From an optimization exercise on the open Yosys and OpenROAD flow, aimed at small area and a short achievable clock period; shortcuts taken in it are not production practice.
At most, simulation tests tie the RTL to the original design; equivalence was not proved.
The flow treats the clock pin as an ideal source. Dropping or thinning the clock tree relies on that and would not hold on a real chip.
No activity file was given, so power comes from the tool's default toggle rates.

Setup of wip/amber:
## fifo_module
module fifo_module #(
    parameter WIDTH = 8,
    parameter DEPTH = 16,
    parameter ADDR_WIDTH = 4
) (
    input clk,
    input rst,
    input [WIDTH-1:0] data_in,
    input write_enable,
    input read_enable,
    output reg [WIDTH-1:0] data_out,
    output reg full,
    output reg empty
);
Size in the first run: ~330 cells after synthesis, roughly 150 flip-flops.
Settings: LEC_CHECK=0, CAP_MARGIN=20, CORE_MARGIN=2, CORE_UTILIZATION=60, SETUP_SLACK_MARGIN=2.5, SLEW_MARGIN=20, SYNTH_HIERARCHICAL=1, SYNTH_MINIMUM_KEEP_SIZE=0; clock period 4.0 ns.
standard.sh (not shown) runs the stock make flow with config.mk's settings and CLKGATE_MAP_FILE= SYNTH_SCRIPT=/design/flow/synth_recipe.tcl, a recipe that flattens the netlist after the stock synthesis.
==> flow/flow/run.sh <==
#!/bin/bash
# The standard layout, with three changes: port buffers of a fixed small
# cell, every cell downsized after floorplanning (the repair steps size up
# what needs it), and a clock tree built by hand in place of the tool's.
set -euo pipefail
FLOW_DIR=$(cd "$(dirname "${BASH_SOURCE[0]}")" && pwd)
export BUFFER_PORTS_ARGS="-buffer_cell sky130_fd_sc_hd__buf_2"
export POST_FLOORPLAN_TCL=$FLOW_DIR/downsize.tcl
export PRE_CTS_TCL=$FLOW_DIR/cts_pre.tcl
bash standard.sh > standard.log 2>&1
==> flow/flow/cts_pre.tcl <==
# Build the clock tree by hand (see manual_cts.tcl) and skip the tool's own:
# the clock port drives four inverters, each driving one inverter that
# drive the flip-flops.
source [file join [file dirname [info script]] manual_cts.tcl]
fm_manual_cts2 {{4 sky130_fd_sc_hd__inv_4} {4 sky130_fd_sc_hd__inv_16}}
proc clock_tree_synthesis {args} { puts "clock_tree_synthesis skipped: tree built by hand" }
# The tool would clone each clock inverter next to every flip-flop it drives.
proc repair_clock_inverters {args} { puts "repair_clock_inverters skipped: tree built by hand" }
Other scripts of this flow, unchanged in this note and not shown: flow/flow/downsize.tcl, flow/flow/manual_cts.tcl
Input changes introduced in wip/cedar (baseline for comparison: wip/amber):
- changing SETUP_SLACK_MARGIN from 2.5 to 2.45
- setting TNS_END_PERCENT to 30 for the first time
==> flow/flow/cts_pre.tcl <==
# Build the clock tree by hand (see manual_cts.tcl) and skip the tool's own:
# the clock port drives four inverters, each driving two inverters that
# drive the flip-flops.
source [file join [file dirname [info script]] manual_cts.tcl]
fm_manual_cts2 {{4 sky130_fd_sc_hd__clkinv_2} {8 sky130_fd_sc_hd__clkinv_4}}
proc clock_tree_synthesis {args} { puts "clock_tree_synthesis skipped: tree built by hand" }
# The tool would clone each clock inverter next to every flip-flop it drives.
proc repair_clock_inverters {args} { puts "repair_clock_inverters skipped: tree built by hand" }
## What came out
- Changes observed in wip/cedar relative to wip/amber: proportion of power drawn by combinational gates moved down; worst vdd rail ir drop moved down; core utilization moved down; relative contribution of the clock network to total power moved down.
- Taking wip/amber as the reference, in wip/cedar total wire length now sits lower, via count of the first global-routing pass fell by 104.
- Taking wip/cedar over wip/amber, the amount of wire on met3 after detailed routing ratio works out to 1.14.
- The register share of the cell area number comes out higher for wip/cedar vs wip/amber.
- wip/amber -> wip/cedar: placer congestion estimate decreased slightly
For wip/onyx, these inputs were changed with respect to wip/cedar:
- CORE_UTILIZATION changed from 60 to 70
- TNS_END_PERCENT removed (was 30)
==> results.txt <==
On worst hold slack across all endpoints, wip/cedar and wip/onyx are basically level.
Comparing wip/cedar and wip/onyx, the lower arrival time at the worst endpoint was measured on wip/onyx.
Via count: wip/cedar vs wip/onyx — no meaningful difference
wip/onyx closes out successfully: all stages finished, all timing, DRC and antenna checks passed.
When wip/onyx is measured against wip/cedar, its maximum frequency turns out 2.8% higher.
Going from wip/cedar to wip/onyx, worst setup slack went up by 0.042 ns, routed wire length went down by 780 um.
Core utilization: wip/onyx higher than wip/cedar
wip/cedar ended up with ha_4 as its cell with the largest stage delay on the worst path; wip/onyx ended up with nor2b_2.
In every run of this note, the design's own scripts or RTL, not TritonCTS, make the clock network.

* * *

Setup of job 3839:
fifo_module, a different RTL version from the one above (not shown whole).
Size in the first run: roughly 340 cells after synthesis, ~0.0059 sq mm of cells after synthesis.
==> flow/config.mk <==
export PLATFORM = sky130hd
export DESIGN_NAME = fifo_module
export DESIGN_NICKNAME = fifo_module
export VERILOG_FILES = /design/flow/design.v
export SDC_FILE = /design/flow/constraint.sdc
export NUM_CORES = 4
export LEC_CHECK = 0
export CAP_MARGIN = 20
export CORE_MARGIN = 2
export CORE_UTILIZATION = 60
export SETUP_SLACK_MARGIN = 2.45
export SLEW_MARGIN = 20
export SYNTH_HIERARCHICAL = 1
export SYNTH_MINIMUM_KEEP_SIZE = 0
==> flow/constraint.sdc <==
create_clock -name core_clock -period 4.0 [get_ports {clk}]
set_input_delay 0.8000 -clock core_clock [delete_from_list [all_inputs] [get_ports {clk}]]
set_output_delay 0.8000 -clock core_clock [all_outputs]
set_load 0.01 [all_outputs]
Scripts as last shown in full above: flow/flow/run.sh
Other scripts of this flow, unchanged in this note and not shown: flow/flow/cts_pre.tcl, flow/flow/downsize.tcl, flow/flow/manual_cts.tcl
Job 3839 finished every step from synthesis to the final layout, and the layout passed the timing, DRC and antenna checks.
Setup changes, job 3839 to job 7568
Settings: a change of SETUP_SLACK_MARGIN from 2.45 to 2.25.
Notes after the runs:
- Job 7568 ended up with a higher largest fanout on the critical path than job 3839 did.
- Job 3839 → job 7568: global-route usage decreased 2.0 points, maximum frequency from static timing analysis decreased 7.0%.
- Wire length of the first global-routing pass for job 7568: about 9% down relative to job 3839
- As far as total placed cells including tap cells goes, job 7568 and job 3839 are indistinguishable; the numbers are identical.
- The higher headroom to the max-slew limit of job 3839 and job 7568 is in job 7568.
- Looking at sequential share of layout area across job 3839 and job 7568, the one that comes out lower is job 3839.
- Re area of the die: no difference whatsoever between job 7568 and job 3839.
- Job 7568 vs. job 3839: final period utilization increased by 3.1 points relative to the old numbers; clock share of power rose by 0.8 points; static power due to leakage saw a decrease.
No run of this note takes its clock network from TritonCTS; it comes from the design's own scripts or RTL.

* * *

fifo_module, a different RTL version from the one above (not shown whole).
Size in the first run: ~150 flip-flops, ~22 I/O pins, roughly 6000 sq um of cells after synthesis.
export LEC_CHECK = 0
export CAP_MARGIN = 20
export CORE_MARGIN = 2
export CORE_UTILIZATION = 60
export SETUP_SLACK_MARGIN = 2.5
export SLEW_MARGIN = 20
export SYNTH_HIERARCHICAL = 1
export SYNTH_MINIMUM_KEEP_SIZE = 0
create_clock -name core_clock -period 4.0 [get_ports {clk}]
Scripts as last shown in full above: flow/flow/run.sh
Other scripts of this flow, unchanged in this note and not shown: flow/flow/cts_pre.tcl, flow/flow/downsize.tcl, flow/flow/manual_cts.tcl
==> next run, changes <==
- SETUP_SLACK_MARGIN: 2.5 -> 2.48
=> Final area came out lower by 0.34%; total power came out lower by 0.68%; clock skew hardly moves; combinational power came out lower by about 3%; worst setup slack gets worse by 0.021 ns.
==> next run, changes <==
- SETUP_SLACK_MARGIN: 2.48 -> 2.45
Result: The changed run went through all stages and came out clean; area after synthesis does not change; setup slack is better by 0.0077 ns; wire length fell by 1.9%.
No functional check of the RTL was part of any run of this note. In every run of this note, the design's own scripts or RTL, not TritonCTS, make the clock network.

* * *

Setup of job 3853:
fifo_module with an RTL version that a note above also has.
Size: roughly 330 cells after synthesis, about 150 flip-flops.
==> flow/config.mk <==
export PLATFORM = sky130hd
export DESIGN_NAME = fifo_module
export DESIGN_NICKNAME = fifo_module
export VERILOG_FILES = /design/flow/design.v
export SDC_FILE = /design/flow/constraint.sdc
export NUM_CORES = 4
export LEC_CHECK = 0
export CAP_MARGIN = 20
export CORE_MARGIN = 2
export CORE_UTILIZATION = 60
export SETUP_SLACK_MARGIN = 2.45
export SLEW_MARGIN = 20
export SYNTH_HIERARCHICAL = 1
export SYNTH_MINIMUM_KEEP_SIZE = 0
==> flow/constraint.sdc <==
create_clock -name core_clock -period 4.0 [get_ports {clk}]
set_input_delay 0.8000 -clock core_clock [delete_from_list [all_inputs] [get_ports {clk}]]
set_output_delay 0.8000 -clock core_clock [all_outputs]
set_load 0.01 [all_outputs]
==> flow/flow/run.sh <==
#!/bin/bash
# The standard layout, with four changes: port buffers of a fixed small
# cell, every cell downsized after floorplanning (the repair steps size up
# what needs it), a clock tree built by hand in place of the tool's, and
# a final downsizing of cells with slack to spare.
set -euo pipefail
FLOW_DIR=$(cd "$(dirname "${BASH_SOURCE[0]}")" && pwd)
export BUFFER_PORTS_ARGS="-buffer_cell sky130_fd_sc_hd__buf_2"
export POST_FLOORPLAN_TCL=$FLOW_DIR/downsize.tcl
export PRE_CTS_TCL=$FLOW_DIR/cts_pre.tcl
export PRE_GLOBAL_ROUTE_TCL=$FLOW_DIR/grt_pre.tcl
bash standard.sh > standard.log 2>&1
==> flow/flow/grt_pre.tcl <==
# After the timing repair of global routing, downsize the cells whose paths
# have slack to spare, keeping the same setup margin the repair aimed for.
proc recover_power_helper { } {
  set args [list -recover_power 100 -verbose]
  if { [env_var_exists_and_non_empty SETUP_SLACK_MARGIN] } {
    lappend args -setup_margin $::env(SETUP_SLACK_MARGIN)
  }
  report_wns
  log_cmd repair_timing {*}$args
  report_wns
}
Other scripts of this flow, unchanged in this note and not shown: flow/flow/cts_pre.tcl, flow/flow/downsize.tcl, flow/flow/manual_cts.tcl
For job 7058, these inputs were changed with respect to job 3853:
--- a/flow/flow/run.sh
+++ b/flow/flow/run.sh
@@ -2 +2 @@
-# The standard layout, with four changes: port buffers of a fixed small
+# The standard layout, with three changes: port buffers of a fixed small
@@ -4,2 +4 @@
-# what needs it), a clock tree built by hand in place of the tool's, and
-# a final downsizing of cells with slack to spare.
+# what needs it), and a clock tree built by hand in place of the tool's.
@@ -11 +9,0 @@
-export PRE_GLOBAL_ROUTE_TCL=$FLOW_DIR/grt_pre.tcl
removed: flow/flow/grt_pre.tcl
Job 7058 against job 3853: area used by multi-input combinational logic picked up an extra about 7%, via count has remained practically unchanged, number of gates given a new drive strength after cts stayed essentially flat. Changes observed in job 7058 relative to job 3853: clock network fraction of design power went down by 0.3 points, utilization after layout went up by 1.3 points, cell area went up by 2.2%, detailed-route wire length went up by 0.55%, share of the cycle needed by the critical path after routing went down by 19 points. Diff job 3853..job 7058 | die area | unchanged. Job 7058 vs job 3853 on power share of the combinational group: job 7058 is the higher one. The critical path depth in job 7058 sits 1 below the value recorded for job 3853.
In every run of this note, the design's own scripts or RTL, not TritonCTS, make the clock network.

* * *

Another version of the RTL of fifo_module (not shown whole).
For scale: ~400 cells after synthesis, ~150 flip-flops, ~22 I/O pins.
// fifo_module
module fifo_module #(
    parameter WIDTH = 8,
    parameter DEPTH = 16,
    parameter ADDR_WIDTH = 4
) (
    input clk,
    input rst,
    input [WIDTH-1:0] data_in,
    input write_enable,
    input read_enable,
    output reg [WIDTH-1:0] data_out,
    output reg full,
    output reg empty
);
reg [WIDTH-1:0] mem_n [0:DEPTH-1];    
reg [3:0] lo_n, hi_n;                 
reg full_q, empty_q;                  
wire [3:0] lo_d, hi_d;
wire empty_d, full_d, empty_o_d, full_o_d;
wire [DEPTH-1:0] mem_en;
fm_ctrl u_ctrl (
    .we(write_enable), .re(read_enable), .rst(rst),
    .lo_n(lo_n), .hi_n(hi_n), .empty(empty_q), .full(full_q),
    .lo_d(lo_d), .hi_d(hi_d), .empty_d(empty_d), .full_d(full_d),
    .empty_o_d(empty_o_d), .full_o_d(full_o_d)
);
always @(posedge clk) begin
    lo_n    <= lo_d;
    hi_n    <= hi_d;
    empty_q <= empty_d;
    full_q  <= full_d;
    empty   <= empty_o_d;
    full    <= full_o_d;
end
wire [WIDTH-1:0] din_n;
genvar k, b;
generate
    for (b = 0; b < WIDTH; b = b + 1) begin : g_din
        fm_inv u_inv (.a(data_in[b]), .y(din_n[b]));
    end
    for (k = 0; k < DEPTH; k = k + 1) begin : g_wen
        wire en_n;
        fm_nand2b u_en_n (.a_n(full_q), .b(write_enable), .y(en_n));
        fm_inv u_en (.a(en_n), .y(mem_en[k]));
    end
endgenerate
always @(posedge clk) begin
    if (mem_en[0])
        mem_n[0] <= din_n;
end
generate
    for (k = 1; k < DEPTH; k = k + 1) begin : g_shift
        always @(posedge clk) begin
            if (mem_en[k])
                mem_n[k] <= mem_n[k-1];
        end
    end
endgenerate
wire [DEPTH-1:0] sel;
generate
  ...
export LEC_CHECK = 0
export CAP_MARGIN = 20
export CORE_MARGIN = 2
export CORE_UTILIZATION = 60
export SETUP_SLACK_MARGIN = 2.5
export SLEW_MARGIN = 20
export SYNTH_HIERARCHICAL = 1
export SYNTH_MINIMUM_KEEP_SIZE = 0
create_clock -name core_clock -period 4.0 [get_ports {clk}]
==> flow/flow/run.sh <==
#!/bin/bash
# The standard layout, with four changes: port buffers of a fixed small
# cell, every cell downsized after floorplanning (the repair steps size up
# what needs it), a clock tree built by hand in place of the tool's, and an
# area recovery after the timing repair of global routing.
set -euo pipefail
FLOW_DIR=$(cd "$(dirname "${BASH_SOURCE[0]}")" && pwd)
export BUFFER_PORTS_ARGS="-buffer_cell sky130_fd_sc_hd__buf_2"
export POST_FLOORPLAN_TCL=$FLOW_DIR/downsize.tcl
export PRE_CTS_TCL=$FLOW_DIR/cts_pre.tcl
export PRE_GLOBAL_ROUTE_TCL=$FLOW_DIR/grt_pre.tcl
bash standard.sh > standard.log 2>&1
Other scripts of this flow, unchanged in this note and not shown: flow/flow/cts_pre.tcl, flow/flow/downsize.tcl, flow/flow/grt_pre.tcl, flow/flow/manual_cts.tcl, flow/flow/recover.tcl
Edit:
--- a/flow/config.mk
+++ b/flow/config.mk
@@ -10,3 +10,3 @@
 export CORE_UTILIZATION = 60
-export SETUP_SLACK_MARGIN = 2.5
+export SETUP_SLACK_MARGIN = 2.55
 export SLEW_MARGIN = 20
Final area hardly moves.
Cell count barely changes.
Global-route usage stays flat.
Sequential power hardly moves.
First-iteration DRC count rises by 12%.
Worst setup slack improves by 0.14 ns.
Clock power barely changes.
Power hardly moves.
Function was not checked in any run of this note: the RTL went through the layout flow alone. In every run of this note, the design's own scripts or RTL, not TritonCTS, make the clock network.

* * *

RTL: one of the versions met above, not the one the previous note started from.
Size in the first run: ~6000 µm² of cells after synthesis.
## fifo_module
module fifo_module #(
    parameter WIDTH = 8,
    parameter DEPTH = 16,
    parameter ADDR_WIDTH = 4
) (
    input clk,
    input rst,
    input [WIDTH-1:0] data_in,
    input write_enable,
    input read_enable,
    output reg [WIDTH-1:0] data_out,
    output reg full,
    output reg empty
);
export LEC_CHECK = 0
export CAP_MARGIN = 20
export CORE_MARGIN = 2
export CORE_UTILIZATION = 60
export SETUP_SLACK_MARGIN = 2.5
export SLEW_MARGIN = 20
export SYNTH_HIERARCHICAL = 1
export SYNTH_MINIMUM_KEEP_SIZE = 0
create_clock -name core_clock -period 4.0 [get_ports {clk}]
==> flow/flow/run.sh <==
#!/bin/bash
# The standard layout, with three changes: port buffers of a fixed small
# cell, every cell downsized after floorplanning (the repair steps size up
# what needs it), and a clock tree built by hand in place of the tool's.
set -euo pipefail
FLOW_DIR=$(cd "$(dirname "${BASH_SOURCE[0]}")" && pwd)
export BUFFER_PORTS_ARGS="-buffer_cell sky130_fd_sc_hd__buf_2"
export POST_FLOORPLAN_TCL=$FLOW_DIR/downsize.tcl
export PRE_CTS_TCL=$FLOW_DIR/cts_pre.tcl
export SETUP_MOVE_SEQUENCE=unbuffer,sizeup,swap
bash standard.sh > standard.log 2>&1
==> flow/flow/cts_pre.tcl <==
# Build the clock tree by hand (see manual_cts.tcl) and skip the tool's own:
# the clock port drives four inverters, each driving one inverter that
# drive the flip-flops.
source [file join [file dirname [info script]] manual_cts.tcl]
fm_manual_cts2 {{4 sky130_fd_sc_hd__inv_4} {4 sky130_fd_sc_hd__inv_16}}
proc clock_tree_synthesis {args} { puts "clock_tree_synthesis skipped: tree built by hand" }
# The tool would clone each clock inverter next to every flip-flop it drives.
proc repair_clock_inverters {args} { puts "repair_clock_inverters skipped: tree built by hand" }
Other scripts of this flow, unchanged in this note and not shown: flow/flow/downsize.tcl, flow/flow/manual_cts.tcl
==> next run, changes <==
--- a/flow/flow/run.sh
+++ b/flow/flow/run.sh
@@ -8,4 +8,3 @@
 export POST_FLOORPLAN_TCL=$FLOW_DIR/downsize.tcl
 export PRE_CTS_TCL=$FLOW_DIR/cts_pre.tcl
-export SETUP_MOVE_SEQUENCE=unbuffer,sizeup,swap
 bash standard.sh > standard.log 2>&1
==> flow/flow/cts_pre.tcl (replaced) <==
# Build the clock tree by hand (see manual_cts.tcl) and skip the tool's own:
# the clock port drives four inverters, each driving two inverters that
# drive the flip-flops.
source [file join [file dirname [info script]] manual_cts.tcl]
fm_manual_cts2 {{4 sky130_fd_sc_hd__clkinv_2} {8 sky130_fd_sc_hd__clkinv_4}}
proc clock_tree_synthesis {args} { puts "clock_tree_synthesis skipped: tree built by hand" }
# The tool would clone each clock inverter next to every flip-flop it drives.
proc repair_clock_inverters {args} { puts "repair_clock_inverters skipped: tree built by hand" }
PLACE_DENSITY = 0.8   (was not set)
SETUP_SLACK_MARGIN = 2.45   (was 2.5)
Hold slack got worse by 0.0034 ns.
Wire length came out higher by 1.4%.
Combinational power came out lower by 7.5%.
Area after synthesis stays the same.
Via count goes up by 5.0%.
In every run of this note, the design's own scripts or RTL, not TritonCTS, make the clock network.

==> port drivers added, routing unchanged <==
How much do the figures lean on ideal ports? The routed layouts below were timed once more, with nothing changed but the port constraints. Step 1 assumes that a clkbuf_16 drives the clock port and a buf_2 every other input. Step 2 moves the port delays by t, midway between the first and last clock arrival at a register: inputs arrive t later, outputs are due t later. That takes back most of the time a late clock gives input paths. Three values: no drivers, after step 1, after step 2; two values: the first two.
| run | t, ns | setup slack, ns | latest minus earliest clock arrival (ns) | pins driven straight from the clock port |
|---|---|---|---|---|
| wip/amber | 0.236 | 2.410 / 2.444 / 2.219 | 0.011 / 0.011 | 4 |
| wip/cedar | 0.284 | 2.439 / 2.384 / 2.177 | 0.019 / 0.020 | 4 |
| wip/onyx | 0.285 | 2.481 / 2.422 / 2.232 | 0.008 / 0.009 | 4 |
| job 3839 | 0.258 | 2.357 / 2.357 / 2.274 | 0.016 / 0.016 | 4 |
| job 7568 | 0.252 | 2.233 / 2.200 / 2.037 | 0.010 / 0.009 | 4 |
| the first run of note 3 | 0.290 | 2.497 / 2.441 / 2.262 | 0.018 / 0.018 | 4 |
| the second run of note 3 | 0.289 | 2.475 / 2.434 / 2.251 | 0.016 / 0.017 | 4 |
| the third run of note 3 | 0.284 | 2.483 / 2.408 / 2.246 | 0.016 / 0.017 | 4 |
| job 3853 | 0.261 | 1.699 / 1.754 / 1.494 | 0.008 / 0.007 | 4 |
| job 7058 | 0.261 | 2.475 / 2.392 / 2.243 | 0.012 / 0.012 | 4 |
| the first run of note 5 | 0.285 | 2.353 / 2.353 / 2.208 | 0.033 / 0.033 | 4 |
| the second run of note 5 | 0.286 | 2.489 / 2.438 / 2.283 | 0.032 / 0.032 | 4 |
| the first run of note 6 | 0.234 | 2.299 / 2.207 / 2.140 | 0.010 / 0.011 | 4 |
| the second run of note 6 | 0.279 | 2.484 / 2.415 / 2.235 | 0.018 / 0.018 | 4 |
After both steps every run listed still meets setup and hold. For wip/cedar, which loses most, drivers alone change the setup slack by -0.055 ns; drivers and shift together by -0.262 ns.
